This is an optimization exercise on Yosys and OpenROAD, whose aim is small area, a short achievable clock period and few clock cycles, not a production implementation.
At most, simulation tests tie the RTL to the original design; equivalence was not proved.
No functional check of the RTL was part of runs 2 to 6.
The clock port is modelled as an ideal driver, which makes a skipped or thinned clock tree look cheaper than it is; a real chip needs a root buffer or a tree.
Power figures rest on the tool's default switching activity, not on a simulated workload.

### flow/run.sh
#!/bin/bash
set -euo pipefail
export CTS_ARGS="-sink_clustering_enable -repair_clock_nets -dont_use_dummy_load -buf_list sky130_fd_sc_hd__clkbuf_16 -sink_clustering_size 26 -sink_clustering_max_diameter 200 -sink_buffer_max_cap_derate 0.12"
export BUFFER_PORTS_ARGS="-buffer_cell sky130_fd_sc_hd__buf_2"
export POST_CTS_TCL="$(pwd)/flow/post_cts.tcl"
bash standard.sh > standard.log 2>&1
### flow/post_cts.tcl
set block [ord::get_db_block]
set clknet [[$block findBTerm clk] getNet]
set roots {}
foreach it [$clknet getITerms] { lappend roots [$it getInst] }
if {[llength $roots] == 1} {
  set root [lindex $roots 0]
  set onet [[$root findITerm X] getNet]
  set loads {}
  foreach it [$onet getITerms] {
    if {[$it getInst] != $root} { lappend loads $it }
  }
  if {[llength $loads] <= 4} {
    puts "post_cts: removing clock root buffer [$root getName], [llength $loads] loads move to the clock port"
    foreach it $loads { $it disconnect; $it connect $clknet }
    odb::dbInst_destroy $root
    odb::dbNet_destroy $onet
    set mids {}
    foreach it [$clknet getITerms] { lappend mids [$it getInst] }
    set n [llength $mids]
    foreach mid $mids {
      if {$n >= 4} break
      set mnet [[$mid findITerm X] getNet]
      set sinks {}
      foreach it [$mnet getITerms] {
        if {[$it getInst] != $mid} {
          set bb [[$it getInst] getBBox]
          lappend sinks [list [expr {[$bb xMin] + [$bb yMin] * 0}] $it]
        }
      }
      if {[llength $sinks] < 4} continue
      # order the loads by x, and give the half farther from the buffer to a copy
      set sinks [lsort -integer -index 0 $sinks]
      set half [expr {[llength $sinks] / 2}]
      set lo [lrange $sinks 0 [expr {$half - 1}]]
      set hi [lrange $sinks $half end]
      set name "[$mid getName]_b"
      set new [odb::dbInst_create $block [$mid getMaster] $name]
      set nnet [odb::dbNet_create $block "${name}_net"]
      $nnet setSigType CLOCK
      # place the copy at the centre of its loads
      set sx 0; set sy 0
      foreach s $hi { set bb [[[lindex $s 1] getInst] getBBox]; incr sx [$bb xMin]; incr sy [$bb yMin] }
      $new setLocation [expr {$sx / [llength $hi]}] [expr {$sy / [llength $hi]}]
      $new setPlacementStatus PLACED
      [$new findITerm A] connect $clknet
      [$new findITerm X] connect $nnet
      foreach s $hi { set it [lindex $s 1]; $it disconnect; $it connect $nnet }
      # move the original to the centre of the loads it keeps
      set sx 0; set sy 0
      foreach s $lo { set bb [[[lindex $s 1] getInst] getBBox]; incr sx [$bb xMin]; incr sy [$bb yMin] }
      $mid setLocation [expr {$sx / [llength $lo]}] [expr {$sy / [llength $lo]}]
      incr n
      puts "post_cts: split [$mid getName]: [llength $lo] + [llength $hi] loads"
    }
    detailed_placement
    estimate_parasitics -placement
    repair_timing_helper
    detailed_placement
    check_placement -verbose
  }
}
### standard.sh
#!/bin/bash
# synth_recipe.tcl (not shown) runs the flow's synth.tcl, then flattens the netlist and writes it again
# the make line also repeats each setting of config.mk as NAME=value (left out here)
make -C /OpenROAD-flow-scripts/flow DESIGN_CONFIG=/design/flow/config.mk WORK_HOME=/design/flow/orfs CLKGATE_MAP_FILE= SYNTH_SCRIPT=/design/flow/synth_recipe.tcl "${@:-finish}"
### config.mk
export PLATFORM = sky130hd
export DESIGN_NAME = lcd_ctrl
export DESIGN_NICKNAME = lcd_ctrl
export VERILOG_FILES = /design/flow/design.v
export SDC_FILE = /design/flow/constraint.sdc
export NUM_CORES = 4
export LEC_CHECK = 0
export ABC_AREA = 1
export ABC_CLOCK_PERIOD_IN_PS = 2000
export CAP_MARGIN = 20
export CORE_MARGIN = 2
export CORE_UTILIZATION = 40
export SETUP_SLACK_MARGIN = 3.5
export SLEW_MARGIN = 20
### constraint.sdc
create_clock -name core_clock -period 5.5 [get_ports {clk}]
set_input_delay 1.1000 -clock core_clock [delete_from_list [all_inputs] [get_ports {clk}]]
set_output_delay 1.1000 -clock core_clock [all_outputs]
set_load 0.01 [all_outputs]
### design.v
module lcd_ctrl(clk, reset, datain, cmd, cmd_valid, dataout, output_valid, busy);
input           clk;
input           reset;
input   [7:0]   datain;
input   [2:0]   cmd;
input           cmd_valid;
output  reg [7:0] dataout;
output  reg     output_valid;
output  reg     busy;
reg  [7:0] p [0:35];     
reg        loading;      
reg  [1:0] wr, wc;       
reg  [3:0] pq;           
reg  [1:0] pm;
reg        qv;           
reg        rd;           
reg  [3:0] rcnt;         
reg  [3:0] rq;           
integer i;
reg [7:0] g0, g1, g2, tap;
always @* begin
  case (rq[1:0])
    2'd0: begin g0 = p[0];  g1 = p[12]; g2 = p[24]; end
    2'd1: begin g0 = p[3];  g1 = p[15]; g2 = p[27]; end
    2'd2: begin g0 = p[6];  g1 = p[18]; g2 = p[30]; end
    default: begin g0 = p[9]; g1 = p[21]; g2 = p[33]; end
  endcase
  tap = rq[3] ? g2 : rq[2] ? g1 : g0;
end
wire       m0  = (pm == 2'd0);
wire       m2  = (pm == 2'd2);
reg [3:0] qm1, qm2, qm3, qp1, qp2;
integer k;
always @* begin
  qm1 = 4'd0; qm2 = 4'd0; qm3 = 4'd0; qp1 = 4'd0; qp2 = 4'd0;
  for (k = 0; k < 12; k = k + 1)
    if (pq == k) begin
      qm1 = (k + 11) % 12; qm2 = (k + 10) % 12; qm3 = (k + 9) % 12;
      qp1 = (k + 1) % 12;  qp2 = (k + 2) % 12;
    end
end
wire [1:0] pm_dec = m0 ? 2'd2 : {1'b0, pm[1]};           
wire [3:0] pq_dec = m0 ? qm1 : pq;
wire [1:0] pm_lf  = {pm[0], ~pm[1] & ~pm[0]};          
wire [3:0] pq_lf  = m2 ? pq : qm1;
wire [3:0] pq_up  = m0 ? qm3 : qm2;
wire [3:0] pq_dn  = m0 ? qp1 : qp2;
wire acc   = cmd_valid & ~busy;
wire s_ld  = acc & (cmd == 3'd1);
wire s_rt  = acc & (cmd == 3'd2) & (wc != 2'd3);
wire s_lf  = acc & (cmd == 3'd3) & (wc != 2'd0);
wire s_up  = acc & cmd[2] & ~cmd[0] & (wr != 2'd0);
wire s_dn  = acc & cmd[2] &  cmd[0] & (wr != 2'd3);
wire s_st  = ~(s_ld | s_rt | s_lf | s_up | s_dn);
wire [3:0] npq = ({4{s_ld}} & 4'd4) | ({4{s_rt}} & pq) | ({4{s_lf}} & pq_lf) |
                 ({4{s_up}} & pq_up) | ({4{s_dn}} & pq_dn) | ({4{s_st}} & pq_dec);
wire [1:0] npm = ({2{s_ld}} & 2'd2) | ({2{s_rt}} & pm) | ({2{s_lf}} & pm_lf) |
                 ({2{s_up | s_dn | s_st}} & pm_dec);
reg [3:0] rq_inc, rcnt_inc;
always @* begin
  rq_inc = 4'd0; rcnt_inc = 4'd0;
  for (k = 0; k < 12; k = k + 1)
    if (rq == k) rq_inc = (k + 1) % 12;
  for (k = 0; k < 8; k = k + 1)
    if (rcnt == k) rcnt_inc = k + 1;
end
wire last    = rcnt[3];
wire free    = last;
wire start   = qv & free & (pm == 2'd1) & (~loading | (pq == 4'd9));
wire ldend   = (pq == 4'd5) & m0;
reg        nrd;
reg  [3:0] nrcnt, nrq;
always @* begin
  nrd = rd; nrcnt = rcnt; nrq = rq;
  if (reset) begin
    nrd = 1'b0;
    nrcnt = 4'd8;
  end else if (start) begin
    nrd = 1'b1;
    nrcnt = 4'd0;
    nrq = pq;
  end else if (rd & ~last) begin
    nrcnt = rcnt_inc;
    if (rcnt == 4'd2 || rcnt == 4'd5)
      nrq = rq_inc;
  end else begin
    nrd = 1'b0;
  end
end
wire unsafe_st = (pq == 4'd8) | (pq == 4'd9) | (pq == 4'd10);
wire unsafe_rd = rd & (((rq == 4'd8) & (rcnt == 4'd0)) |
                       ((rq == 4'd9) & (rcnt <= 4'd2)) |
                       ((rq == 4'd10) & ((rcnt == 4'd0) | (rcnt == 4'd3))));
wire unsafe = start ? unsafe_st : unsafe_rd;
wire early = qv & (pm == 2'd2) & (last | (rcnt[2] & rcnt[1] & rcnt[0])) &
             ~loading & ~unsafe_st;
wire       nload = ~reset & (s_ld | (loading & ~ldend));
wire       nqv   = ~reset & (acc | (qv & ~start));
always @(posedge clk) begin
  for (i = 0; i < 35; i = i + 1)
    p[i] <= p[i+1];
  p[35] <= loading ? datain : p[0];
  dataout <= tap;
  loading <= nload;
  qv      <= nqv;
  busy    <= ~reset & (acc | (loading & ~ldend) | (qv & ~start & ~early) | unsafe);
  output_valid <= ~reset & rd;
  pq <= npq;
  pm <= npm;
  if (s_ld) begin
    wr <= 2'd2; wc <= 2'd2;
  end else begin
    if (s_rt) wc <= {wc[1] ^ wc[0], ~wc[0]};
    if (s_lf) wc <= {wc[1] ^ ~wc[0], ~wc[0]};
    if (s_up) wr <= {wr[1] ^ ~wr[0], ~wr[0]};
    if (s_dn) wr <= {wr[1] ^ wr[0], ~wr[0]};
  end
  rd   <= nrd;
  rcnt <= nrcnt;
  rq   <= nrq;
end
endmodule
==> results.txt, run 1 <==
- Vias: 4798
- Global-route wire length before repair: 23.6 mm
- Die Width: 149 um
- Sink of the worst hold path: p[34][0]
- Met1 WL: 7.54 mm
- WL per Instance: 13.7 um
- PortBufs: 23
- Setup TNS: 0 ns
- Slowest CP cell: dfxtp_2
- Core Rows: 53
- Most common cell after layout, fill and taps aside: dfxtp_1
- Largest net degree at the start of global routing: 27
- Post-Syn Nets: 776
- Comb power frac: 10.4%
- Reg2reg end: rq[3]
- YS warnings: 2
- Slew Limit Fails: 0
- Syn Std Cell Area: 8400 sq um
- Layout cell share with drive strength beyond 1: 10.7%
- Num ports: 24
- Final setup margin: 3.64 ns
- Dpl cell area: 8750 sq um
- Clock slew at reported path FFs: 0.10 ns
- Initial Utilization: 40.3%
- Lkg Pwr: 3.93 nW
- Hold WS: 0.276 ns
- Post-Route WL: 14.7 mm
- Drt first pass iters: 4
- Setup skew after layout: 0.0570 ns
- Ant diodes: 0
- Top layer in use: met4
- P_int: 3.14 mW
- Power Density: 443 nW/um^2
- Worst Reg-to-Reg Cells: 8
- Critical R2R Launch: pq[3]
- HP Class: register to register
- Critical setup path kind: register to output pin
- Worst-margin pin slew: 0.813 ns
- Max Clock Freq: 0.538 GHz
- CP bufs+invs: 1
- Max FO, Critical Path: 1
- NetSw: 1.00 mW
- Vias in the first global route: 4554
- Status: no timing/DRC/antenna violations
- Gr ovfl total: 0
- Final Hold Viols: 0
- Worst skew pair latency: 0.31 ns
- Initial antenna violation count: 0
- Vias/cell: 4.47
- Met3 wire len: 517 um
- Post-DP HPWL: 9.14 mm
- Nets: 814
- Die height: 149 um
- 1st-iter DRT viols: 226
- CP arrival: 0.76 ns
- Rel. slew slack: 45.7%
- CTS sink count: 319
- RSZ-0062 raised after global routing: false
- Area Overhead vs Synth: 11.3%
- Tmin final: 1.86 ns
- Commonest non-fill, non-tap cells in the layout: dfxtp_1, nand2_1, nand3_1, nor2_1, inv_1
- Yosys cell types: 29
- FF+latch count, synth: 319
- Critical path data required time: 4.40 ns
- Net Sw Frac: 24.2%
- Crit path cell chain: buf_2
- Met2 wire length: 6.42 mm
- Hold path start: p[35][0]
- Die Area: 22200 sq um
- Sequential fraction of the synthesis area: 76.5%
- Final worst path period share: 33.8%
- Largest stage delay on the critical path: 0.33 ns
- R2r setup slk: 3.67 ns
- Core Region: 20800 sq um
- Synth Area per Inst: 11.0 sq um
- RD Place Congestion: 0.850
- Setup crit end kind: output pin
- ANT nets after route: 0
- Hold Path Cell Cnt: 0
- GR Util All Layers: 13.6%
- Final instance area: 9350 sq um
- Final Setup Violations: 0
- Pre-CTS setup slack: 3.21 ns
- Peak supply drop: 0.206 mV
- Flop pwr share: 60.8%
- CP top delay family: flip-flops
- Setup crit start: dataout[0]
- Residual DRC count: 0
- Max-cap violations: 0
- Mapped Cells: 762
- Clk network pwr share: 28.7%
- CP Launch Type: register
## cell type report, clock buffers not listed
cell class	instances	area, sq um
repair buffers	35	236
flip-flops and latches	319	6440
well taps	275	344
multi-input cells	384	1730
inverters	43	174
plain buffers	2	50.0
fillers	1956	11500
## cells by family (layout without fill, tap and decap cells)
logic type / Yosys count / after routing / share of synthesized area [%]
flip-flops: 319 / 319 / 76.5
AND/OR/NAND/NOR: 326 / 327 / 16.4
AO/OA/AOI/OAI: 57 / 57 / 3.81
buffers and inverters: 60 / 95 / 3.25
## layer usage
layer | vias up | GRT usage (%)
met4 | 0 | 3.86
met1 | 2230 | 19.6
met2 | 61 | 20.6
li1 | 2488 | -
met5 | - | 0
met3 | 19 | 2.97
## through the flow
step                total power, mW  cells  utilization, %
finish                         4.14   1073            44.9
global route                   4.35   1073            44.9
detailed placement             2.99   1044            42.0
global placement               2.99   1044            42.0
floorplan                      2.87    762               -
## power by group through the flow
stage / clock, mW / sequential [mW] / combinational [mW]
finish: 1.19 / 2.52 / 0.432
global route: 1.31 / 2.54 / 0.503
detailed placement: 0 / 2.57 / 0.420
global placement: 0 / 2.57 / 0.416
floorplan: 0 / 2.53 / 0.344
## worst max-delay path by stage
stage / slack (ns) / cells after the start / to
floorplan: 3.55 / 7 / pq[3]
global placement: 3.24 / 6 / pm[1]
detailed placement: 3.21 / 6 / pm[0]
global route: 3.52 / 8 / rq[3]
finish: 3.64 / 1 / dataout[0]
## cells in the mapped netlist (all sizes together)
cell type,number,area share [%]
edfxtp,4,1.4
o21ai,26,1.5
o2111ai,1,0.10
nand3,44,2.6
buf,16,1.3
clkbuf,1,0.045
nand4,18,1.3
nand2,211,9.5
o21a,1,0.089
o211ai,6,0.54
nor2,46,2.5
o221ai,3,0.31
inv,41,1.8
or2,5,0.37
o31ai,1,0.089
a21oi,19,1.1
clkinv,2,0.089
nor3,2,0.12
dfxtp,315,75
## sequential cells by signal, indices dropped and copies added (netlist names)
name / flops
busy: 1
dataout: 8
loading: 1
output_valid: 1
p: 288
pm: 2
pq: 4
qv: 1
rcnt: 4
rd: 1
rq: 4
wc: 2
wr: 2
Testbench counts, summed over its fixed seeds: cycles 12,034.
==> inputs of run 2 (changes only) <==
--- a/design.v
+++ b/design.v
@@ -13,4 +13,5 @@
 reg  [3:0] pq;           
 reg  [1:0] pm;
+reg  [2:0] corr;         
 reg        qv;           
 reg        rd;           
@@ -53,6 +54,19 @@
 wire s_dn  = acc & cmd[2] &  cmd[0] & (wr != 2'd3);
 wire s_st  = ~(s_ld | s_rt | s_lf | s_up | s_dn);
-wire [3:0] npq = ({4{s_ld}} & 4'd4) | ({4{s_rt}} & pq) | ({4{s_lf}} & pq_lf) |
-                 ({4{s_up}} & pq_up) | ({4{s_dn}} & pq_dn) | ({4{s_st}} & pq_dec);
+wire m1 = (pm == 2'd1);
+wire [2:0] ncorr = ~acc ? 3'd0 : s_ld ? 3'd5 : s_rt ? 3'd0 : s_lf ? 3'd2 :
+                   s_up ? 3'd3 : s_dn ? 3'd4 : 3'd1;
+reg  [3:0] npq, pq_s;
+always @* begin
+  case (corr)
+    3'd1:    begin npq = m1 ? pq  : qm1; pq_s = pq;  end    
+    3'd2:    begin npq = qm1;            pq_s = qm1; end    
+    3'd3:    begin npq = m1 ? qm2 : qm3; pq_s = qm2; end    
+    3'd4:    begin npq = m1 ? qp2 : qp1; pq_s = qp2; end    
+    3'd5:    begin npq = 4'd4;           pq_s = pq;  end    
+    default: begin npq = m0 ? qm1 : pq;  pq_s = pq;  end    
+  endcase
+  if (acc) npq = pq;
+end
 wire [1:0] npm = ({2{s_ld}} & 2'd2) | ({2{s_rt}} & pm) | ({2{s_lf}} & pm_lf) |
                  ({2{s_up | s_dn | s_st}} & pm_dec);
@@ -79,5 +93,5 @@
     nrd = 1'b1;
     nrcnt = 4'd0;
-    nrq = pq;
+    nrq = pq_s;
   end else if (rd & ~last) begin
     nrcnt = rcnt_inc;
@@ -88,5 +102,6 @@
   end
 end
-wire unsafe_st = (pq == 4'd8) | (pq == 4'd9) | (pq == 4'd10);
+wire unsafe_st = (pq_s == 4'd8) | (pq_s == 4'd9) | (pq_s == 4'd10);
+wire unsafe_nx = (npq == 4'd8) | (npq == 4'd9) | (npq == 4'd10);
 wire unsafe_rd = rd & (((rq == 4'd8) & (rcnt == 4'd0)) |
                        ((rq == 4'd9) & (rcnt <= 4'd2)) |
@@ -94,5 +109,5 @@
 wire unsafe = start ? unsafe_st : unsafe_rd;
 wire early = qv & (pm == 2'd2) & (last | (rcnt[2] & rcnt[1] & rcnt[0])) &
-             ~loading & ~unsafe_st;
+             ~loading & ~unsafe_nx;
 wire       nload = ~reset & (s_ld | (loading & ~ldend));
 wire       nqv   = ~reset & (acc | (qv & ~start));
@@ -108,4 +123,5 @@
   pq <= npq;
   pm <= npm;
+  corr <= ncorr;
   if (s_ld) begin
     wr <= 2'd2; wc <= 2'd2;
==> flow/post_cts.tcl (replaced) <==
set block [ord::get_db_block]
set clknet [[$block findBTerm clk] getNet]
set roots {}
foreach it [$clknet getITerms] { lappend roots [$it getInst] }
if {[llength $roots] == 1} {
  set root [lindex $roots 0]
  set onet [[$root findITerm X] getNet]
  set loads {}
  foreach it [$onet getITerms] {
    if {[$it getInst] != $root} { lappend loads $it }
  }
  if {[llength $loads] <= 4} {
    puts "post_cts: removing clock root buffer [$root getName], [llength $loads] loads move to the clock port"
    foreach it $loads { $it disconnect; $it connect $clknet }
    odb::dbInst_destroy $root
    odb::dbNet_destroy $onet
    estimate_parasitics -placement
    repair_timing_helper
    detailed_placement
    check_placement -verbose
  }
}
--- a/config.mk
+++ b/config.mk
@@ -6,5 +6,4 @@
 export NUM_CORES = 4
 export LEC_CHECK = 0
-export ABC_AREA = 1
 export ABC_CLOCK_PERIOD_IN_PS = 2000
 export CAP_MARGIN = 20
==> results.txt, run 2 <==
- Yosys cell types: 64 (was 29)
- Tmin final: 2.00 ns (was 1.86 ns)
- Commonest non-fill, non-tap cells in the layout: dfxtp_1, nand2_1, mux4_2, nor2_1, o21ai_0 (was dfxtp_1, nand2_1, nand3_1, nor2_1, inv_1)
- Clock slew at reported path FFs: 0.10 ns (about the same)
- Rel. slew slack: 43.2% (was 45.7%)
- Post-synth EDFFs: 4 (unchanged)
- Initial Utilization: 40.6% (was 40.3%)
- Post-DP HPWL: 8.92 mm (was 9.14 mm)
- CP top delay family: simple AND/OR/NAND/NOR gates (was flip-flops)
- Max FO, Critical Path: 5 (was 1)
- CP arrival: 2.22 ns (was 0.76 ns)
- Slew Limit Fails: 0 (unchanged)
- Critical R2R Launch: rq[2] (was pq[3])
- Most frequent cell after synthesis: dfxtp_1 (unchanged)
- Core Region: 21800 sq um (was 20800 sq um)
- Largest register FFs: 288 (unchanged)
- Ant diodes: 0 (unchanged)
- YS warnings: 2 (unchanged)
- Critical setup path kind: input pin to register (was register to output pin)
- Top Registers: p (288), dataout (8) (unchanged)
- Residual DRC count: 0 (unchanged)
- Mapped Cells: 635 (was 762)
- Syn Std Cell Area: 8820 sq um (was 8400 sq um)
- Num ports: 24 (unchanged)
- ANT nets after route: 0 (unchanged)
- Core Rows: 54 (was 53)
- FF+latch count, synth: 322 (was 319)
- Slowest CP cell: nor3_4 (was dfxtp_2)
- Layout cell share with drive strength beyond 1: 19.4% (was 10.7%)
- Vias/cell: 4.95 (was 4.47)
- Nets: 677 (was 814)
- GR Util All Layers: 12.1% (was 13.6%)
- Die height: 153 um (was 149 um)
- Ys async rst share: 0% (unchanged)
- Worst-margin pin slew: 0.852 ns (was 0.813 ns)
- Vias: 4659 (was 4798)
- Final worst path period share: 36.3% (was 33.8%)
- Largest net degree at the start of global routing: 27 (unchanged)
- WL per Instance: 15.5 um (was 13.7 um)
- Most common cell after layout, fill and taps aside: dfxtp_1 (unchanged)
- Post-layout util: 45.2% (was 44.9%)
- Vias in the first global route: 4487 (was 4554)
- CP bufs+invs: 2 (was 1)
- Hold WS: 0.287 ns (was 0.276 ns)
- Cells after DPL: 907 (was 1044)
- Post-Syn Nets: 649 (was 776)
- Setup crit start: cmd_valid (was dataout[0])
- Drt first pass iters: 5 (was 4)
- Initial antenna violation count: 0 (unchanged)
- Top cell type's share of synthesized area: 72.1% (was 75.1%)
- Synth Area per Inst: 13.9 sq um (was 11.0 sq um)
- Lkg Pwr: 3.76 nW (was 3.93 nW)
- Power Density: 440 nW/um^2 (was 443 nW/um^2)
- CP Launch Type: input pin (was register)
- Die Width: 153 um (was 149 um)
- Gr ovfl total: 0 (unchanged)
- Hold path start: p[4][2] (was p[35][0])
- Setup crit end kind: register (was output pin)
- Die Area: 23300 sq um (was 22200 sq um)
- Max-cap violations: 0 (unchanged)
- Setup skew after layout: 0.0433 ns (was 0.0570 ns)
- CTS sink count: 322 (was 319)
- Ys flop type: dfxtp_1 (unchanged)
- Final instance count without filler cells: 941 (was 1073)
- Status: no timing/DRC/antenna violations (unchanged)
- 1st-iter DRT viols: 353 (was 226)
- Peak supply drop: 0.244 mV (was 0.206 mV)
- PortBufs: 23 (unchanged)
- Max Clock Freq: 0.501 GHz (was 0.538 GHz)
- Crit path cell chain: buf_2, nor2b_4, nor3_4, buf_4, a31o_1, o211a_1, o32ai_2 (was buf_2)
- Final Hold Viols: 0 (unchanged)
- Largest stage delay on the critical path: 0.30 ns (was 0.33 ns)
- RSZ-0062 raised after global routing: true (was false)
- Final Setup Violations: 0 (unchanged)
- RD Place Congestion: 0.846 (was 0.850)
- Synth area leader: dfxtp_1 (unchanged)
- Area Overhead vs Synth: 11.4% (was 11.3%)
- Post-synth top cells: dfxtp_1, nand2_1, mux4_2, nor2_1, o21ai_0 (was dfxtp_1, nand2_1, nand3_1, nor2_1, inv_1)
- Global-route wire length before repair: 23.4 mm (was 23.6 mm)
- Largest cells by area after synthesis: dfxtp_1, mux4_2, edfxtp_1, nand2_1, o21ai_0 (was dfxtp_1, nand2_1, nand3_1, nor2_1, inv_1)
- Setup TNS: 0 ns (unchanged)
- Worst skew pair latency: 0.36 ns (was 0.31 ns)
- Most flops, register: p (unchanged)
- Post-Route WL: 14.6 mm (was 14.7 mm)
- HP Class: register to register (unchanged)
- Sequential fraction of the synthesis area: 73.5% (was 76.5%)
- Critical path data required time: 5.72 ns (was 4.40 ns)
## run 2: kinds of logic (layout without fill, tap and decap cells)
logic type,count (synthesis),in the layout,share of synthesized area (%)
AO/OA/AOI/OAI,106,106,8.37
XOR/XNOR,8,8,0.794
buffers and inverters,42,67,2.16
flip-flops,322,322,73.5
AND/OR/NAND/NOR,114,115,6.76
multiplexers,43,43,8.41
## run 2: path summary, 6_finish.rpt
check / endpoint / slack [ns] / cells past startpoint
worst max-delay path: busy / 3.50 / 7
worst min-delay path: p[3][2] / 0.29 / 0
worst max register to register: busy / 3.57 / 4
worst min register to register: p[3][2] / 0.29 / 0
## run 2: cell type report
class	instances	area, sq um
clock buffer	15	375
fill	1934	11900
timing repair buffer	43	304
multi-input combinational	272	2250
tap	280	350
inverter	9	33.8
sequential	322	6520
## run 2: report_power, final
| part | leakage, nW | switching (mW) | internal, mW |
|---|---|---|---|
| Combinational | 0.955 | 0.326 | 0.264 |
| Sequential | 2.62 | 0.156 | 2.46 |
| Clock | 0.185 | 0.625 | 0.491 |
## run 2: metal layers
metal	up-vias	wire, um	global-route usage (%)
li1	2254	-	-
met1	2273	7090	17.4
met2	108	6610	19.1
met3	24	619	2.05
met4	0	302	3.40
met5	-	0	0
## run 2: metrics by stage
stage	setup slack, ns	power, mW	area (sq um)
floorplan	3.28	3.05	8860
global placement	2.93	3.16	9170
detailed placement	2.82	3.17	9170
global route	3.44	4.51	9830
finish	3.50	4.33	9830
==> inputs of run 3 (changes only) <==
--- a/design.v
+++ b/design.v
@@ -13,5 +13,4 @@
 reg  [3:0] pq;           
 reg  [1:0] pm;
-reg  [2:0] corr;         
 reg        qv;           
 reg        rd;           
@@ -54,21 +53,21 @@
 wire s_dn  = acc & cmd[2] &  cmd[0] & (wr != 2'd3);
 wire s_st  = ~(s_ld | s_rt | s_lf | s_up | s_dn);
-wire m1 = (pm == 2'd1);
-wire [2:0] ncorr = ~acc ? 3'd0 : s_ld ? 3'd5 : s_rt ? 3'd0 : s_lf ? 3'd2 :
-                   s_up ? 3'd3 : s_dn ? 3'd4 : 3'd1;
-reg  [3:0] npq, pq_s;
+wire rt_ok = (wc != 2'd3);
+wire lf_ok = (wc != 2'd0);
+wire up_ok = (wr != 2'd0);
+wire dn_ok = (wr != 2'd3);
+reg  [5:0] cand;         
 always @* begin
-  case (corr)
-    3'd1:    begin npq = m1 ? pq  : qm1; pq_s = pq;  end    
-    3'd2:    begin npq = qm1;            pq_s = qm1; end    
-    3'd3:    begin npq = m1 ? qm2 : qm3; pq_s = qm2; end    
-    3'd4:    begin npq = m1 ? qp2 : qp1; pq_s = qp2; end    
-    3'd5:    begin npq = 4'd4;           pq_s = pq;  end    
-    default: begin npq = m0 ? qm1 : pq;  pq_s = pq;  end    
+  case (cmd)
+    3'd1:       cand = {4'd4, 2'd2};
+    3'd2:       cand = rt_ok ? {pq, pm}       : {pq_dec, pm_dec};
+    3'd3:       cand = lf_ok ? {pq_lf, pm_lf} : {pq_dec, pm_dec};
+    3'd4, 3'd6: cand = {up_ok ? pq_up : pq_dec, pm_dec};
+    3'd5, 3'd7: cand = {dn_ok ? pq_dn : pq_dec, pm_dec};
+    default:    cand = {pq_dec, pm_dec};
   endcase
-  if (acc) npq = pq;
 end
-wire [1:0] npm = ({2{s_ld}} & 2'd2) | ({2{s_rt}} & pm) | ({2{s_lf}} & pm_lf) |
-                 ({2{s_up | s_dn | s_st}} & pm_dec);
+wire [3:0] npq = acc ? cand[5:2] : pq_dec;
+wire [1:0] npm = acc ? cand[1:0] : pm_dec;
 reg [3:0] rq_inc, rcnt_inc;
 always @* begin
@@ -93,5 +92,5 @@
     nrd = 1'b1;
     nrcnt = 4'd0;
-    nrq = pq_s;
+    nrq = pq;
   end else if (rd & ~last) begin
     nrcnt = rcnt_inc;
@@ -102,6 +101,5 @@
   end
 end
-wire unsafe_st = (pq_s == 4'd8) | (pq_s == 4'd9) | (pq_s == 4'd10);
-wire unsafe_nx = (npq == 4'd8) | (npq == 4'd9) | (npq == 4'd10);
+wire unsafe_st = (pq == 4'd8) | (pq == 4'd9) | (pq == 4'd10);
 wire unsafe_rd = rd & (((rq == 4'd8) & (rcnt == 4'd0)) |
                        ((rq == 4'd9) & (rcnt <= 4'd2)) |
@@ -109,5 +107,5 @@
 wire unsafe = start ? unsafe_st : unsafe_rd;
 wire early = qv & (pm == 2'd2) & (last | (rcnt[2] & rcnt[1] & rcnt[0])) &
-             ~loading & ~unsafe_nx;
+             ~loading & ~unsafe_st;
 wire       nload = ~reset & (s_ld | (loading & ~ldend));
 wire       nqv   = ~reset & (acc | (qv & ~start));
@@ -123,5 +121,4 @@
   pq <= npq;
   pm <= npm;
-  corr <= ncorr;
   if (s_ld) begin
     wr <= 2'd2; wc <= 2'd2;
==> flow/run.sh (replaced) <==
#!/bin/bash
set -euo pipefail
export CTS_ARGS="-sink_clustering_enable -repair_clock_nets -dont_use_dummy_load -buf_list sky130_fd_sc_hd__clkbuf_16 -sink_clustering_size 30 -sink_clustering_max_diameter 200 -sink_buffer_max_cap_derate 0.12"
export BUFFER_PORTS_ARGS="-buffer_cell sky130_fd_sc_hd__buf_2"
export POST_CTS_TCL="$(pwd)/flow/post_cts.tcl"
bash standard.sh > standard.log 2>&1
==> results.txt, run 3 <==
- P_int: 3.08 mW (was 3.22 mW)
- Top cell type's share of synthesized area: 74.6% (was 72.1%)
- Final Setup Violations: 0 (unchanged)
- Most flops, register: p (unchanged)
- Storage element area: 6490 sq um (was 6520 sq um)
- Filler cell count: 1776 (was 1934)
- Rel. slew slack: 43.9% (was 43.2%)
- Mapped Cells: 551 (was 635)
- Hold path start: p[5][1] (was p[4][2])
- Vias/cell: 4.58 (was 4.95)
- Die Width: 148 um (was 153 um)
- WL per Instance: 14.4 um (was 15.5 um)
- Initial antenna violation count: 0 (unchanged)
- Commonest non-fill, non-tap cells in the layout: dfxtp_1, mux4_2, nand2_1, buf_4, a21oi_1 (was dfxtp_1, nand2_1, mux4_2, nor2_1, o21ai_0)
- Lkg Pwr: 3.58 nW (was 3.76 nW)
- Core Rows: 52 (was 54)
- Ys async rst share: 0% (unchanged)
- Power Density: 432 nW/um^2 (was 440 nW/um^2)
- Status: no timing/DRC/antenna violations (unchanged)
- Setup crit end kind: register (unchanged)
- Flop pwr share: 63.8% (was 60.6%)
- Ant diodes: 0 (unchanged)
- Vias: 3915 (was 4659)
- PortBufs: 23 (unchanged)
- Worst-margin pin slew: 0.840 ns (was 0.852 ns)
- Tmin final: 1.98 ns (was 2.00 ns)
- Post-DP HPWL: 7.33 mm (was 8.92 mm)
- Layout cell share with drive strength beyond 1: 18.8% (was 19.4%)
- HP Class: register to register (unchanged)
- Largest cells by area after synthesis: dfxtp_1, mux4_2, edfxtp_1, mux2i_1, mux2_2 (was dfxtp_1, mux4_2, edfxtp_1, nand2_1, o21ai_0)
- Max FO, Critical Path: 7 (was 5)
- R2r setup slk: 3.62 ns (was 3.57 ns)
- Die height: 148 um (was 153 um)
- Max-cap violations: 0 (unchanged)
- Critical R2R Launch: pm[1] (was rq[2])
- Post-layout util: 45.6% (was 45.2%)
- Post-synth top cells: dfxtp_1, nand2_1, mux4_2, a21oi_1, nor2_1 (was dfxtp_1, nand2_1, mux4_2, nor2_1, o21ai_0)
- Total power: 4.00 mW (was 4.33 mW)
- Max Clock Freq: 0.504 GHz (was 0.501 GHz)
- Global-route wire length before repair: 20.4 mm (was 23.4 mm)
- Top Registers: p (288), dataout (8) (unchanged)
- Initial Utilization: 40.8% (was 40.6%)
- Drt first pass iters: 5 (unchanged)
- Worst skew pair latency: 0.35 ns (was 0.36 ns)
- Final instance area: 9260 sq um (was 9830 sq um)
- Vias in the first global route: 3910 (was 4487)
- Setup skew after layout: 0.0261 ns (was 0.0433 ns)
- Post-synth EDFFs: 10 (was 4)
- CTS sink count: 319 (was 322)
- YS warnings: 2 (unchanged)
- Nets: 601 (was 677)
- Critical setup path kind: input pin to register (unchanged)
- Comb power frac: 10.2% (was 13.7%)
- Final worst path period share: 36.1% (was 36.3%)
- Syn Std Cell Area: 8290 sq um (was 8820 sq um)
- Hold Path Cell Cnt: 0 (unchanged)
- Yosys cell types: 45 (was 64)
- NetSw: 0.914 mW (was 1.11 mW)
- Synth Area per Inst: 15.0 sq um (was 13.9 sq um)
- Net Sw Frac: 22.9% (was 25.6%)
- Most frequent cell after synthesis: dfxtp_1 (unchanged)
- Pre-CTS setup slack: 2.99 ns (was 2.82 ns)
- Reg2reg end: pq[2] (was busy)
- Most common cell after layout, fill and taps aside: dfxtp_1 (unchanged)
- 1st-iter DRT viols: 257 (was 353)
- Sink of the worst hold path: p[4][1] (was p[3][2])
- RD Place Congestion: 0.858 (was 0.846)
- Core Region: 20300 sq um (was 21800 sq um)
- Ys flop type: dfxtp_1 (unchanged)
- Clk network pwr share: 26.0% (was 25.8%)
- Synth area leader: dfxtp_1 (unchanged)
- CP arrival: 2.09 ns (was 2.22 ns)
- Final Hold Viols: 0 (unchanged)
- Multi-input gate area: 1780 sq um (was 2250 sq um)
- Setup TNS: 0 ns (unchanged)
- Die Area: 21900 sq um (was 23300 sq um)
- RSZ-0062 raised after global routing: true (unchanged)
- Largest register FFs: 288 (unchanged)
- Slew Limit Fails: 0 (unchanged)
- Post-Syn Nets: 565 (was 649)
- FF+latch count, synth: 319 (was 322)
- Largest net degree at the start of global routing: 31 (was 27)
- Area Overhead vs Synth: 11.6% (was 11.4%)
- Dpl cell area: 8710 sq um (was 9170 sq um)
- ANT nets after route: 0 (unchanged)
- Clock slew at reported path FFs: 0.11 ns (was 0.10 ns)
- Num ports: 24 (unchanged)
- Residual DRC count: 0 (unchanged)
- Gr ovfl total: 0 (unchanged)
- Peak supply drop: 0.260 mV (was 0.244 mV)
- GR Util All Layers: 11.4% (was 12.1%)
- CP Launch Type: input pin (unchanged)
- Sequential fraction of the synthesis area: 78.2% (was 73.5%)
- Critical path data required time: 5.61 ns (was 5.72 ns)
- Worst Reg-to-Reg Cells: 5 (was 4)
- Post-Route WL: 12.3 mm (was 14.6 mm)
- Final setup margin: 3.52 ns (was 3.50 ns)
==> run 3: cell count changes after synthesis, moves of 5 or more <==
cell      previous run  this run
and2_1               5         0
buf_2               17        11
dfxtp_1            318       309
edfxtp_1             4        10
inv_1                7         2
nand2_1             28        23
nand3_1             12         7
==> run 3: cell type report <==
class	instances	share of cell area, %
inverters	2	0.0811
clock buffers	13	3.51
repair buffers	44	3.43
multi-input cells	207	19.2
flip-flops and latches	319	70.1
well taps	270	3.65
==> run 3: metrics by stage <==
stage / instances / hold slack [ns]
2_1_floorplan: 551 / 0.310
3_5_place_dp: 823 / 0.312
6_report: 855 / 0.303
5_1_grt: 855 / 0.308
3_3_place_gp: 823 / 0.312
==> run 3: worst max-delay path: stages <==
cell      delay [ns]
clkbuf_4        0.15
nand3b_1        0.15
nor3_2          0.08
a211oi_2        0.29
a21oi_1         0.07
a211o_1         0.24
==> run 3: cell families after synthesis <==
| group | count (synthesis) | share of synthesized area, % |
|---|---|---|
| AND/OR/NAND/NOR | 81 | 4.94 |
| multiplexers | 47 | 9.16 |
| XOR/XNOR | 7 | 0.740 |
| flip-flops | 319 | 78.2 |
| buffers and inverters | 25 | 1.39 |
| AO/OA/AOI/OAI | 72 | 5.54 |
==> run 3: metal layers <==
metal	track usage (%)	wire length (um)	share of wire, %
met1	16.8	6110	50
met2	17.8	5570	45
met3	1.67	372	3.0
met4	3.10	280	2.3
met5	0	0	0
==> run 3: worst max-delay path by stage <==
stage | start | end | slack (ns) | depth (start not counted)
floorplan | cmd_valid | pm[0] | 3.28 | 6
global placement | cmd[0] | pq[1] | 3.02 | 6
detailed placement | cmd[2] | pq[3] | 2.99 | 6
global route | cmd[0] | pq[1] | 3.48 | 6
finish | cmd[1] | pq[3] | 3.52 | 6
==> run 3: power by group through the flow <==
| stage | logic, mW | clock network (mW) | registers, mW |
|---|---|---|---|
| finish | 0.406 | 1.04 | 2.55 |
| detailed placement | 0.307 | 0 | 2.62 |
| floorplan | 0.315 | 0 | 2.54 |
| global placement | 0.308 | 0 | 2.62 |
| global route | 0.446 | 1.17 | 2.57 |
==> inputs of run 4 (changes only) <==
==> design.v (replaced) <==
module lcd_ctrl(clk, reset, datain, cmd, cmd_valid, dataout, output_valid, busy);
input           clk;
input           reset;
input   [7:0]   datain;
input   [2:0]   cmd;
input           cmd_valid;
output  reg [7:0] dataout;
output  reg     output_valid;
output  reg     busy;
reg  [7:0] p [0:35];     
reg        loading;      
reg  [1:0] wr, wc;       
reg  [3:0] pq;           
reg  [1:0] pm;
reg        qv;           
reg        rd;           
reg  [3:0] rcnt;         
reg  [3:0] rq;           
integer i;
reg [7:0] g0, g1, g2, tap;
always @* begin
  case (rq[1:0])
    2'd0: begin g0 = p[0];  g1 = p[12]; g2 = p[24]; end
    2'd1: begin g0 = p[3];  g1 = p[15]; g2 = p[27]; end
    2'd2: begin g0 = p[6];  g1 = p[18]; g2 = p[30]; end
    default: begin g0 = p[9]; g1 = p[21]; g2 = p[33]; end
  endcase
  tap = rq[3] ? g2 : rq[2] ? g1 : g0;
end
wire       m0  = (pm == 2'd0);
wire       m2  = (pm == 2'd2);
reg [3:0] qm1, qm2, qm3, qp1, qp2;
integer k;
always @* begin
  qm1 = 4'd0; qm2 = 4'd0; qm3 = 4'd0; qp1 = 4'd0; qp2 = 4'd0;
  for (k = 0; k < 12; k = k + 1)
    if (pq == k) begin
      qm1 = (k + 11) % 12; qm2 = (k + 10) % 12; qm3 = (k + 9) % 12;
      qp1 = (k + 1) % 12;  qp2 = (k + 2) % 12;
    end
end
wire [1:0] pm_dec = m0 ? 2'd2 : {1'b0, pm[1]};           
wire [3:0] pq_dec = m0 ? qm1 : pq;
wire [1:0] pm_lf  = {pm[0], ~pm[1] & ~pm[0]};          
wire [3:0] pq_lf  = m2 ? pq : qm1;
wire [3:0] pq_up  = m0 ? qm3 : qm2;
wire [3:0] pq_dn  = m0 ? qp1 : qp2;
wire rt_ok = (wc != 2'd3);
wire lf_ok = (wc != 2'd0);
wire up_ok = (wr != 2'd0);
wire dn_ok = (wr != 2'd3);
wire [1:0] wc_inc = {wc[1] ^ wc[0], ~wc[0]};
wire [1:0] wc_dec = {wc[1] ^ ~wc[0], ~wc[0]};
wire [1:0] wr_inc = {wr[1] ^ wr[0], ~wr[0]};
wire [1:0] wr_dec = {wr[1] ^ ~wr[0], ~wr[0]};
reg  [5:0] cand_p;       
reg  [3:0] cand_w;       
always @* begin
  case (cmd)
    3'd1:    begin cand_p = {4'd4, 2'd2}; cand_w = {2'd2, 2'd2}; end
    3'd2:    begin cand_p = rt_ok ? {pq, pm} : {pq_dec, pm_dec};       cand_w = {wr, rt_ok ? wc_inc : wc}; end
    3'd3:    begin cand_p = lf_ok ? {pq_lf, pm_lf} : {pq_dec, pm_dec}; cand_w = {wr, lf_ok ? wc_dec : wc}; end
    3'd4, 3'd6: begin cand_p = {up_ok ? pq_up : pq_dec, pm_dec};       cand_w = {up_ok ? wr_dec : wr, wc}; end
    3'd5, 3'd7: begin cand_p = {dn_ok ? pq_dn : pq_dec, pm_dec};       cand_w = {dn_ok ? wr_inc : wr, wc}; end
    default: begin cand_p = {pq_dec, pm_dec}; cand_w = {wr, wc}; end
  endcase
end
wire acc   = cmd_valid & ~busy;
wire [3:0] npq = acc ? cand_p[5:2] : pq_dec;
wire [1:0] npm = acc ? cand_p[1:0] : pm_dec;
reg [3:0] rq_inc, rcnt_inc;
always @* begin
  rq_inc = 4'd0; rcnt_inc = 4'd0;
  for (k = 0; k < 12; k = k + 1)
    if (rq == k) rq_inc = (k + 1) % 12;
  for (k = 0; k < 8; k = k + 1)
    if (rcnt == k) rcnt_inc = k + 1;
end
wire last    = (rcnt == 4'd8);
wire free    = ~rd | last;
wire start   = qv & free & (pm == 2'd1);
wire ldpulse = loading & (((pq == 4'd11) & ~m2) | ((pq == 4'd10) & m2) |
                          ((pq == 4'd9)  & ~m2) | ((pq == 4'd8)  & m2) |
                          ((pq == 4'd7)  & ~m2) | ((pq == 4'd6)  & m2));
wire ldend   = (pq == 4'd5) & m0;
reg        nrd;
reg  [3:0] nrcnt, nrq;
always @* begin
  nrd = rd; nrcnt = rcnt; nrq = rq;
  if (reset) begin
    nrd = 1'b0;
    nrcnt = 4'd8;
  end else if (start) begin
    nrd = 1'b1;
    nrcnt = 4'd0;
    nrq = pq;
  end else if (rd & ~last) begin
    nrcnt = rcnt_inc;
    if (rcnt == 4'd2 || rcnt == 4'd5)
      nrq = rq_inc;
  end else begin
    nrd = ldpulse;
    if (ldpulse) nrq = 4'd11;
  end
end
wire unsafe = nrd & (((nrq == 4'd8)  & (nrcnt < 4'd2)) |
                     ((nrq == 4'd9)  & (nrcnt < 4'd3)) |
                     ((nrq == 4'd10) & ((nrcnt < 4'd2) | (nrcnt == 4'd3) | (nrcnt == 4'd4))));
wire       ld_in = acc & (cmd == 3'd1);
wire       nload = ~reset & (ld_in | (loading & ~ldend));
wire       nqv   = ~reset & ((acc & ~(cmd == 3'd1)) | (qv & ~start));
always @(posedge clk) begin
  for (i = 0; i < 35; i = i + 1)
    p[i] <= p[i+1];
  p[35] <= loading ? datain : p[0];
  dataout <= tap;
  loading <= nload;
  qv      <= nqv;
  busy    <= ~reset & (acc | (loading & ~ldend) | (qv & ~start) | unsafe);
  output_valid <= ~reset & rd;
  pq <= npq;
  pm <= npm;
  if (acc) {wr, wc} <= cand_w;
  rd   <= nrd;
  rcnt <= nrcnt;
  rq   <= nrq;
end
endmodule
==> results.txt, run 4 <==
- FF+latch count, synth: 319 (unchanged)
- Synth area leader: dfxtp_1 (unchanged)
- ANT nets after route: 0 (unchanged)
- Tmin final: 2.06 ns (was 1.98 ns)
- Worst-margin pin slew: 0.589 ns (was 0.840 ns)
- Final Hold Viols: 0 (unchanged)
- Most common cell after layout, fill and taps aside: dfxtp_1 (unchanged)
- Num ports: 24 (unchanged)
- 1st-iter DRT viols: 217 (was 257)
- Status: no timing/DRC/antenna violations (unchanged)
- Die height: 150 um (was 148 um)
- Gr ovfl total: 0 (unchanged)
- Max-cap violations: 0 (unchanged)
- Max FO, Critical Path: 5 (was 7)
- Worst Reg-to-Reg Cells: 6 (was 5)
- Largest cells by area after synthesis: dfxtp_1, mux4_2, edfxtp_1, o21ai_0, nand2_1 (was dfxtp_1, mux4_2, edfxtp_1, mux2i_1, mux2_2)
- Mapped Cells: 585 (was 551)
- Hold Path Cell Cnt: 0 (unchanged)
- Top cell type's share of synthesized area: 72.6% (was 74.6%)
- Total power: 4.27 mW (was 4.00 mW)
- Post-layout util: 45.9% (was 45.6%)
- Clock slew at reported path FFs: 0.11 ns (about the same)
- Nets: 639 (was 601)
- Setup crit end kind: register (unchanged)
- Critical path data required time: 5.75 ns (was 5.61 ns)
- Vias: 4294 (was 3915)
- Top Registers: p (288), dataout (8) (unchanged)
- Yosys cell types: 58 (was 45)
- Area Overhead vs Synth: 12.9% (was 11.6%)
- Critical setup path kind: register to register (was input pin to register)
- CTS sink count: 319 (unchanged)
- Ant diodes: 0 (unchanged)
- CP arrival: 2.31 ns (was 2.09 ns)
- HP Class: register to register (unchanged)
- Slew Limit Fails: 0 (unchanged)
- Post-Route WL: 13.8 mm (was 12.3 mm)
- Power Density: 444 nW/um^2 (was 432 nW/um^2)
- RD Place Congestion: 0.822 (was 0.858)
- Die Width: 150 um (was 148 um)
- Post-synth top cells: dfxtp_1, nand2_1, o21ai_0, mux4_2, nor2_1 (was dfxtp_1, nand2_1, mux4_2, a21oi_1, nor2_1)
- Commonest non-fill, non-tap cells in the layout: dfxtp_1, nand2_1, mux4_2, buf_4, o21ai_0 (was dfxtp_1, mux4_2, nand2_1, buf_4, a21oi_1)
- Cells after DPL: 861 (was 823)
- Global-route wire length before repair: 22.6 mm (was 20.4 mm)
- Largest register FFs: 288 (unchanged)
- Pre-CTS setup slack: 2.90 ns (was 2.99 ns)
- Syn Std Cell Area: 8520 sq um (was 8290 sq um)
- Peak supply drop: 0.199 mV (was 0.260 mV)
- Final instance count without filler cells: 898 (was 855)
- CP Launch Type: register (was input pin)
- Layout cell share with drive strength beyond 1: 22.5% (was 18.8%)
- Setup TNS: 0 ns (unchanged)
- Largest net degree at the start of global routing: 32 (was 31)
- Final worst path period share: 37.5% (was 36.1%)
- Most frequent cell after synthesis: dfxtp_1 (unchanged)
- Core Rows: 53 (was 52)
- Residual DRC count: 0 (unchanged)
- Lkg Pwr: 3.66 nW (was 3.58 nW)
- GR Util All Layers: 12.5% (was 11.4%)
- WL per Instance: 15.4 um (was 14.4 um)
- YS warnings: 2 (unchanged)
- Rel. slew slack: 60.8% (was 43.9%)
- Final setup margin: 3.44 ns (was 3.52 ns)
- Vias in the first global route: 4287 (was 3910)
- Post-synth EDFFs: 10 (unchanged)
- RSZ-0062 raised after global routing: true (unchanged)
- Most flops, register: p (unchanged)
- Post-Syn Nets: 599 (was 565)
- Setup skew after layout: 0.0266 ns (was 0.0261 ns)
- Initial antenna violation count: 0 (unchanged)
- Ys async rst share: 0% (unchanged)
- Ys flop type: dfxtp_1 (unchanged)
- Sequential fraction of the synthesis area: 76.1% (was 78.2%)
- Worst skew pair latency: 0.34 ns (was 0.35 ns)
- Initial Utilization: 40.7% (was 40.8%)
- Core Region: 21000 sq um (was 20300 sq um)
- Drt first pass iters: 4 (was 5)
- Post-DP HPWL: 8.33 mm (was 7.33 mm)
- PortBufs: 23 (unchanged)
- Max Clock Freq: 0.485 GHz (was 0.504 GHz)
- Vias/cell: 4.78 (was 4.58)
- Final Setup Violations: 0 (unchanged)
- Die Area: 22500 sq um (was 21900 sq um)
- Synth Area per Inst: 14.6 sq um (was 15.0 sq um)
[run 4: cell type report]
cell class              instances  area [sq um]
fillers                      1886         11300
clock buffers                  13           325
well taps                     275           344
inverters                       8          30.0
repair buffers                 47           344
multi-input cells             236          2070
flip-flops and latches        319          6520
[run 4: cell families (layout without fill, tap and decap cells)]
family,after synthesis,count (layout),share of synthesized area (%)
flops,319,319,76.1
compound gates,91,92,7.41
buf+inv,31,68,1.67
xor+xnor,4,4,0.411
simple gates,99,99,5.96
mux,41,41,8.45
[run 4: worst paths after layout]
| kind | from | slack [ns] | to |
|---|---|---|---|
| worst max-delay path | pq[0] | 3.44 | busy |
| worst min register to register | p[8][0] | 0.30 | p[7][0] |
| worst min-delay path | p[8][0] | 0.30 | p[7][0] |
| worst max register to register | pq[0] | 3.44 | busy |
[run 4: metrics by stage]
| step | cell area, sq um | hold slack (ns) |
|---|---|---|
| 6_report | 9620 | 0.299 |
| 5_1_grt | 9620 | 0.308 |
| 3_5_place_dp | 8910 | 0.312 |
| 3_3_place_gp | 8910 | 0.310 |
| 2_1_floorplan | 8630 | 0.310 |
[run 4: metal layers]
metal	wire, um	share of wire (%)	vias up	GRT usage [%]
met5	0	0	-	0
met4	319	2.3	0	3.58
met3	505	3.7	22	1.74
met2	6410	46	74	19.9
met1	6550	48	2097	17.9
li1	-	-	2101	-
[run 4: critical path: stages (launching register included)]
cell	delay, ns
edfxtp_1	0.42
buf_4	0.16
or4bb_4	0.52
o21ai_4	0.11
nand3_2	0.10
a211o_1	0.34
o41ai_2	0.33
[run 4: power breakdown]
part           switching (mW)  total [mW]  internal [mW]
Clock                   0.603        1.03          0.429
Sequential              0.163        2.61           2.45
Combinational           0.319       0.628          0.309
==> inputs of run 5 (changes only) <==
--- a/design.v
+++ b/design.v
@@ -104,7 +104,9 @@
   end
 end
-wire unsafe = nrd & (((nrq == 4'd8)  & (nrcnt < 4'd2)) |
-                     ((nrq == 4'd9)  & (nrcnt < 4'd3)) |
-                     ((nrq == 4'd10) & ((nrcnt < 4'd2) | (nrcnt == 4'd3) | (nrcnt == 4'd4))));
+wire unsafe_st = (pq == 4'd8) | (pq == 4'd9) | (pq == 4'd10);
+wire unsafe_rd = rd & (((rq == 4'd8) & (rcnt == 4'd0)) |
+                       ((rq == 4'd9) & (rcnt <= 4'd2)) |
+                       ((rq == 4'd10) & ((rcnt == 4'd0) | (rcnt == 4'd3))));
+wire unsafe = ~reset & (start ? unsafe_st : unsafe_rd);
 wire       ld_in = acc & (cmd == 3'd1);
 wire       nload = ~reset & (ld_in | (loading & ~ldend));
==> results.txt, run 5 <==
- Status: no timing/DRC/antenna violations (unchanged)
- HP Class: register to register (unchanged)
- Drt first pass iters: 5 (was 4)
- Most common cell after layout, fill and taps aside: dfxtp_1 (unchanged)
- 1st-iter DRT viols: 219 (was 217)
- Layout cell share with drive strength beyond 1: 18.6% (was 22.5%)
- RSZ-0062 raised after global routing: true (unchanged)
- Sequential fraction of the synthesis area: 77.1% (was 76.1%)
- Post-synth EDFFs: 14 (was 10)
- Max FO, Critical Path: 15 (was 5)
- Worst-margin pin slew: 0.949 ns (was 0.589 ns)
- Mapped Cells: 563 (was 585)
- Largest register FFs: 288 (unchanged)
- Top cell type's share of synthesized area: 72.1% (was 72.6%)
- Yosys cell types: 52 (was 58)
- Synth Area per Inst: 15.0 sq um (was 14.6 sq um)
- CTS sink count: 319 (unchanged)
- Core Rows: 53 (unchanged)
- FF+latch count, synth: 319 (unchanged)
- R2r setup slk: 3.54 ns (was 3.44 ns)
- Setup skew after layout: 0.0272 ns (was 0.0266 ns)
- ANT nets after route: 0 (unchanged)
- Max-cap violations: 0 (unchanged)
- Post-synth top cells: dfxtp_1, nand2_1, mux4_2, a21oi_1, nor2_1 (was dfxtp_1, nand2_1, o21ai_0, mux4_2, nor2_1)
- Hold Path Cell Cnt: 0 (unchanged)
- Area Overhead vs Synth: 11.0% (was 12.9%)
- Critical path data required time: 5.70 ns (was 5.75 ns)
- Hold WS: 0.299 ns (about the same)
- Ys async rst share: 0% (unchanged)
- Initial antenna violation count: 0 (unchanged)
- Final worst path period share: 38.1% (was 37.5%)
- Vias: 4131 (was 4294)
- Lkg Pwr: 3.61 nW (was 3.66 nW)
- PortBufs: 23 (unchanged)
- Top Registers: p (288), dataout (8) (unchanged)
- Global-route wire length before repair: 22.3 mm (was 22.6 mm)
- Most flops, register: p (unchanged)
- Synth area leader: dfxtp_1 (unchanged)
- Setup TNS: 0 ns (unchanged)
- YS warnings: 2 (unchanged)
- Die height: 149 um (was 150 um)
- CP Launch Type: input pin (was register)
- Hold path start: p[29][3] (was p[8][0])
- Power Density: 428 nW/um^2 (was 444 nW/um^2)
- Critical R2R Launch: pm[1] (was pq[0])
- Final Setup Violations: 0 (unchanged)
- Worst Reg-to-Reg Cells: 5 (was 6)
- Filler cell count: 1845 (was 1886)
- Ys flop type: dfxtp_1 (unchanged)
- Nets: 613 (was 639)
- Vias/cell: 4.74 (was 4.78)
- Ant diodes: 0 (unchanged)
- RD Place Congestion: 0.845 (was 0.822)
- Rel. slew slack: 36.7% (was 60.8%)
- Post-Syn Nets: 577 (was 599)
- Total power: 4.02 mW (was 4.27 mW)
- Tmin final: 2.10 ns (was 2.06 ns)
- Sink of the worst hold path: p[28][3] (was p[7][0])
- Commonest non-fill, non-tap cells in the layout: dfxtp_1, nand2_1, mux4_2, buf_4, a21oi_1 (was dfxtp_1, nand2_1, mux4_2, buf_4, o21ai_0)
- Max Clock Freq: 0.477 GHz (was 0.485 GHz)
- Initial Utilization: 40.5% (was 40.7%)
- CP arrival: 2.29 ns (was 2.31 ns)
- Final Hold Viols: 0 (unchanged)
- GR Util All Layers: 12.3% (was 12.5%)
- Most frequent cell after synthesis: dfxtp_1 (unchanged)
- Gr ovfl total: 0 (unchanged)
- Setup crit start: cmd[2] (was pq[0])
- Clock slew at reported path FFs: 0.12 ns (was 0.11 ns)
- Slew Limit Fails: 0 (unchanged)
- Reg2reg end: pq[2] (was busy)
- Post-Route WL: 13.5 mm (was 13.8 mm)
- Num ports: 24 (unchanged)
- Setup crit end kind: register (unchanged)
- Vias in the first global route: 4264 (was 4287)
- Largest net degree at the start of global routing: 31 (was 32)
- Core Region: 20900 sq um (was 21000 sq um)
- Die Width: 149 um (was 150 um)
- Syn Std Cell Area: 8460 sq um (was 8520 sq um)
- Post-DP HPWL: 7.87 mm (was 8.33 mm)
- WL per Instance: 15.5 um (was 15.4 um)
- Largest cells by area after synthesis: dfxtp_1, mux4_2, edfxtp_1, mux2i_1, a21oi_1 (was dfxtp_1, mux4_2, edfxtp_1, o21ai_0, nand2_1)
- Critical setup path kind: input pin to register (was register to register)
- Residual DRC count: 0 (unchanged)
- Peak supply drop: 0.255 mV (was 0.199 mV)
- Worst skew pair latency: 0.35 ns (was 0.34 ns)
- Die Area: 22300 sq um (was 22500 sq um)
run 5: changes by cell type after synthesis, moves of 5 or more:
cell	delta
a21boi_0	-5
a211oi_1	-5
buf_2	+7
nand2_1	-7
clkbuf_1	-7
o21ai_1	+12
o21ai_0	-19
a21oi_1	+5
run 5: through the flow:
stage | worst slack (ns) | instance area (sq um) | util (%) | instances
final | 3.40 | 9390 | 45.0 | 872
after global routing | 3.35 | 9390 | 45.0 | 872
after detailed placement | 2.71 | 8840 | 42.3 | 839
after global placement | 2.77 | 8840 | 42.3 | 839
after floorplan | 3.31 | 8520 | - | 563
run 5: final cells by class:
class	count	area [sq um]	area share (%)
Clock buffer	13	325	3.46
Multi-Input combinational cell	215	1860	19.8
Tap cell	275	344	3.66
Sequential cell	319	6530	69.5
Timing Repair Buffer	44	314	3.34
Inverter	6	22.5	0.240
run 5: how the worst max path moves through the flow:
stage	slack (ns)	to	cells after the start
floorplan	3.31	pq[0]	5
global placement	2.77	pq[2]	5
detailed placement	2.71	pq[2]	5
global route	3.35	pq[1]	6
finish	3.40	pq[3]	6
run 5: worst max-delay path: stages:
cell and delay (ns):
buf_8 0.12, nand3b_4 0.16, or3_4 0.33, a311oi_2 0.30, nor3_2 0.08, o22ai_1 0.20
run 5: cells by family (layout without fill, tap and decap cells):
| kind of cell | Yosys count | count (layout) | synth area share (%) |
|---|---|---|---|
| and+or+nand+nor | 88 | 89 | 5.43 |
| muxes | 43 | 43 | 8.75 |
| AOI/OAI and AO/OA | 73 | 73 | 5.84 |
| buffers and inverters | 30 | 63 | 1.83 |
| DFF | 319 | 319 | 77.1 |
| xor gates and xnor gates | 10 | 10 | 1.03 |
run 5: where the power goes:
group          internal [mW]  switching (mW)  total [mW]
clock                  0.430           0.619        1.05
combinational          0.206           0.250       0.456
sequential              2.43          0.0826        2.51
total                   3.07           0.951        4.02
run 5: routing by layer:
| metal | wire [um] | track usage [%] | share of wire [%] | vias to the layer above |
|---|---|---|---|---|
| met5 | 0 | 0 | 0 | - |
| met2 | 5950 | 19.6 | 44 | 84 |
| li1 | - | - | - | 1997 |
| met4 | 452 | 3.38 | 3.4 | 0 |
| met1 | 6620 | 17.8 | 49 | 2012 |
| met3 | 451 | 1.77 | 3.3 | 38 |
==> inputs of run 6 (changes only) <==
--- a/config.mk
+++ b/config.mk
@@ -6,5 +6,5 @@
 export NUM_CORES = 4
 export LEC_CHECK = 0
-export ABC_CLOCK_PERIOD_IN_PS = 2000
+export ABC_CLOCK_PERIOD_IN_PS = 1000
 export CAP_MARGIN = 20
 export CORE_MARGIN = 2
==> results.txt, run 6 <==
- Max-cap violations: 0 (unchanged)
- Core Rows: 53 (unchanged)
- Peak supply drop: 0.255 mV (unchanged)
- Residual DRC count: 0 (unchanged)
- Die Area: 22300 sq um (unchanged)
- Die height: 149 um (unchanged)
- Final worst path period share: 38.1% (unchanged)
- Hold Path Cell Cnt: 0 (unchanged)
- Vias: 4131 (unchanged)
- Largest cells by area after synthesis: dfxtp_1, mux4_2, edfxtp_1, mux2i_1, a21oi_1 (unchanged)
- Gr ovfl total: 0 (unchanged)
- Status: no timing/DRC/antenna violations (unchanged)
- Core Region: 20900 sq um (unchanged)
- Max FO, Critical Path: 15 (unchanged)
- Setup TNS: 0 ns (unchanged)
- Most common cell after layout, fill and taps aside: dfxtp_1 (unchanged)
- Tmin final: 2.10 ns (unchanged)
- Reg2reg end: pq[2] (unchanged)
- Critical setup path kind: input pin to register (unchanged)
- Largest register FFs: 288 (unchanged)
- Mapped Cells: 563 (unchanged)
- Post-Syn Nets: 577 (unchanged)
- Worst-margin pin slew: 0.949 ns (unchanged)
- Yosys cell types: 52 (unchanged)
- Largest net degree at the start of global routing: 31 (unchanged)
- Most flops, register: p (unchanged)
- Top Registers: p (288), dataout (8) (unchanged)
- Worst Reg-to-Reg Cells: 5 (unchanged)
- Critical path data required time: 5.70 ns (about the same)
- Setup crit end kind: register (unchanged)
- Worst skew pair latency: 0.35 ns (about the same)
- Drt first pass iters: 5 (unchanged)
- Lkg Pwr: 3.61 nW (unchanged)
- Synth Area per Inst: 15.0 sq um (unchanged)
- WL per Instance: 15.5 um (unchanged)
- Syn Std Cell Area: 8460 sq um (unchanged)
- Commonest non-fill, non-tap cells in the layout: dfxtp_1, nand2_1, mux4_2, buf_4, a21oi_1 (unchanged)
- Sink of the worst hold path: p[28][3] (unchanged)
- CP arrival: 2.29 ns (about the same)
- Initial Utilization: 40.5% (unchanged)
- Slew Limit Fails: 0 (unchanged)
- GR Util All Layers: 12.3% (unchanged)
- Post-synth top cells: dfxtp_1, nand2_1, mux4_2, a21oi_1, nor2_1 (unchanged)
- Ant diodes: 0 (unchanged)
- Global-route wire length before repair: 22.3 mm (unchanged)
- Power Density: 428 nW/um^2 (unchanged)
- Final Setup Violations: 0 (unchanged)
- Cells after DPL: 839 (unchanged)
- Most frequent cell after synthesis: dfxtp_1 (unchanged)
- CP Launch Type: input pin (unchanged)
- CTS sink count: 319 (unchanged)
- Initial antenna violation count: 0 (unchanged)
- Vias in the first global route: 4264 (unchanged)
- Post-synth EDFFs: 14 (unchanged)
- Num ports: 24 (unchanged)
- RSZ-0062 raised after global routing: true (unchanged)
- Layout cell share with drive strength beyond 1: 18.6% (unchanged)
- Synth area leader: dfxtp_1 (unchanged)
- Max Clock Freq: 0.477 GHz (unchanged)
- Nets: 613 (unchanged)
- Rel. slew slack: 36.7% (unchanged)
- Critical R2R Launch: pm[1] (unchanged)
- R2r setup slk: 3.54 ns (about the same)
- Clock slew at reported path FFs: 0.12 ns (about the same)
- Hold path start: p[29][3] (unchanged)
- FF+latch count, synth: 319 (unchanged)
- Vias/cell: 4.74 (unchanged)
- Die Width: 149 um (unchanged)
- Final instance count without filler cells: 872 (unchanged)
- Area Overhead vs Synth: 11.0% (unchanged)
- Post-DP HPWL: 7.87 mm (unchanged)
- RD Place Congestion: 0.845 (unchanged)
- Setup skew after layout: 0.0272 ns (unchanged)
- Final Hold Viols: 0 (unchanged)
- HP Class: register to register (unchanged)
- Post-Route WL: 13.5 mm (unchanged)
- PortBufs: 23 (unchanged)
- Sequential fraction of the synthesis area: 77.1% (unchanged)
- Top cell type's share of synthesized area: 72.1% (unchanged)
- Ys async rst share: 0% (unchanged)
- YS warnings: 2 (unchanged)
- Ys flop type: dfxtp_1 (unchanged)
- 1st-iter DRT viols: 219 (unchanged)
- ANT nets after route: 0 (unchanged)
## run 6: cell counts after synthesis
Identical to the previous run, type by type.
## run 6: how the worst max path moves through the flow
stage               slack, ns       from  endpoint  cells after the start
floorplan                3.31  cmd_valid     pq[0]                      5
global placement         2.77  cmd_valid     pq[2]                      5
finish                   3.40     cmd[2]     pq[3]                      6
detailed placement       2.71  cmd_valid     pq[2]                      5
global route             3.35     cmd[0]     pq[1]                      6
## run 6: final cells by class
cell class | count | area, sq um
fill | 1845 | 11500
sequential | 319 | 6530
multi-input combinational | 215 | 1860
tap | 275 | 344
clock buffer | 13 | 325
timing repair buffer | 44 | 314
inverter | 6 | 22.5
## run 6: where the power goes
group	switching, mW	total [mW]	internal (mW)
Combinational	0.250	0.456	0.206
Sequential	0.0826	2.51	2.43
Clock	0.619	1.05	0.430
Total	0.951	4.02	3.07
## run 6: logic make-up after synthesis
logic type | after synthesis | synth area share, %
AOI/OAI and AO/OA | 73 | 5.84
xor gates and xnor gates | 10 | 1.03
buffers and inverters | 30 | 1.83
DFF | 319 | 77.1
muxes | 43 | 8.75
and+or+nand+nor | 88 | 5.43
## run 6: metrics by stage
step	area [sq um]	util, %	total power [mW]	hold WS [ns]	setup slack [ns]
floorplan	8520	-	2.84	0.310	3.31
global placement	8840	42.3	2.91	0.311	2.77
detailed placement	8840	42.3	2.92	0.312	2.71
global route	9390	45.0	4.19	0.314	3.35
finish	9390	45.0	4.02	0.299	3.40
## run 6: metal layers
layer / part of all wire, % / track usage (%) / vias to the layer above
li1: - / - / 1997
met3: 3.3 / 1.77 / 38
met2: 44 / 19.6 / 84
met1: 49 / 17.8 / 2012
met4: 3.4 / 3.38 / 0
met5: 0 / 0 / -
## run 6: critical path, cell delays in order
cell and delay [ns]:
buf_8 0.12, nand3b_4 0.16, or3_4 0.33, a311oi_2 0.30, nor3_2 0.08, o22ai_1 0.20

==> port drivers added, routing unchanged <==
Ports are ideal in the flow. The routed layouts listed here were re-timed in OpenROAD.
Step 1 (the two cells are an assumption about what drives the block):
set clk [get_ports {clk}]
set_driving_cell -lib_cell sky130_fd_sc_hd__clkbuf_16 $clk
set_driving_cell -lib_cell sky130_fd_sc_hd__buf_2 [delete_from_list [all_inputs] $clk]
Step 2 moves the port delays by t, midway between the first and last clock arrival at a register: inputs arrive t later, outputs are due t later. That takes back most of the time a late clock gives input paths.
Three values: ideal ports, drivers, drivers and shift; two values: the first two.
| run | t (ns) | setup slack, ns | hold WS [ns] | worst setup path after step 2 | slew at the worst register clock pin (ns) |
|---|---|---|---|---|---|
| run 1 | 0.378 | 3.641 / 3.547 / 3.386 | 0.276 / 0.276 / 0.276 | input to register | 0.11 / 0.11 |
| run 2 | 0.395 | 3.503 / 3.497 / 3.142 | 0.287 / 0.287 / 0.287 | input to register | 0.10 / 0.10 |
| run 3 | 0.389 | 3.515 / 3.497 / 3.108 | 0.303 / 0.303 / 0.303 | input to register | 0.11 / 0.11 |
| run 4 | 0.390 | 3.440 / 3.440 / 3.113 | 0.299 / 0.299 / 0.299 | input to register | 0.11 / 0.11 |
| run 5 | 0.392 | 3.405 / 3.412 / 3.020 | 0.299 / 0.299 / 0.299 | input to register | 0.12 / 0.12 |
| run 6 | 0.392 | 3.405 / 3.412 / 3.020 | 0.299 / 0.299 / 0.299 | input to register | 0.12 / 0.12 |
After both steps setup and hold are still met in every run listed. The setup slack of run 3, which loses most, moves by -0.018 ns with the drivers and by -0.407 ns with both steps.
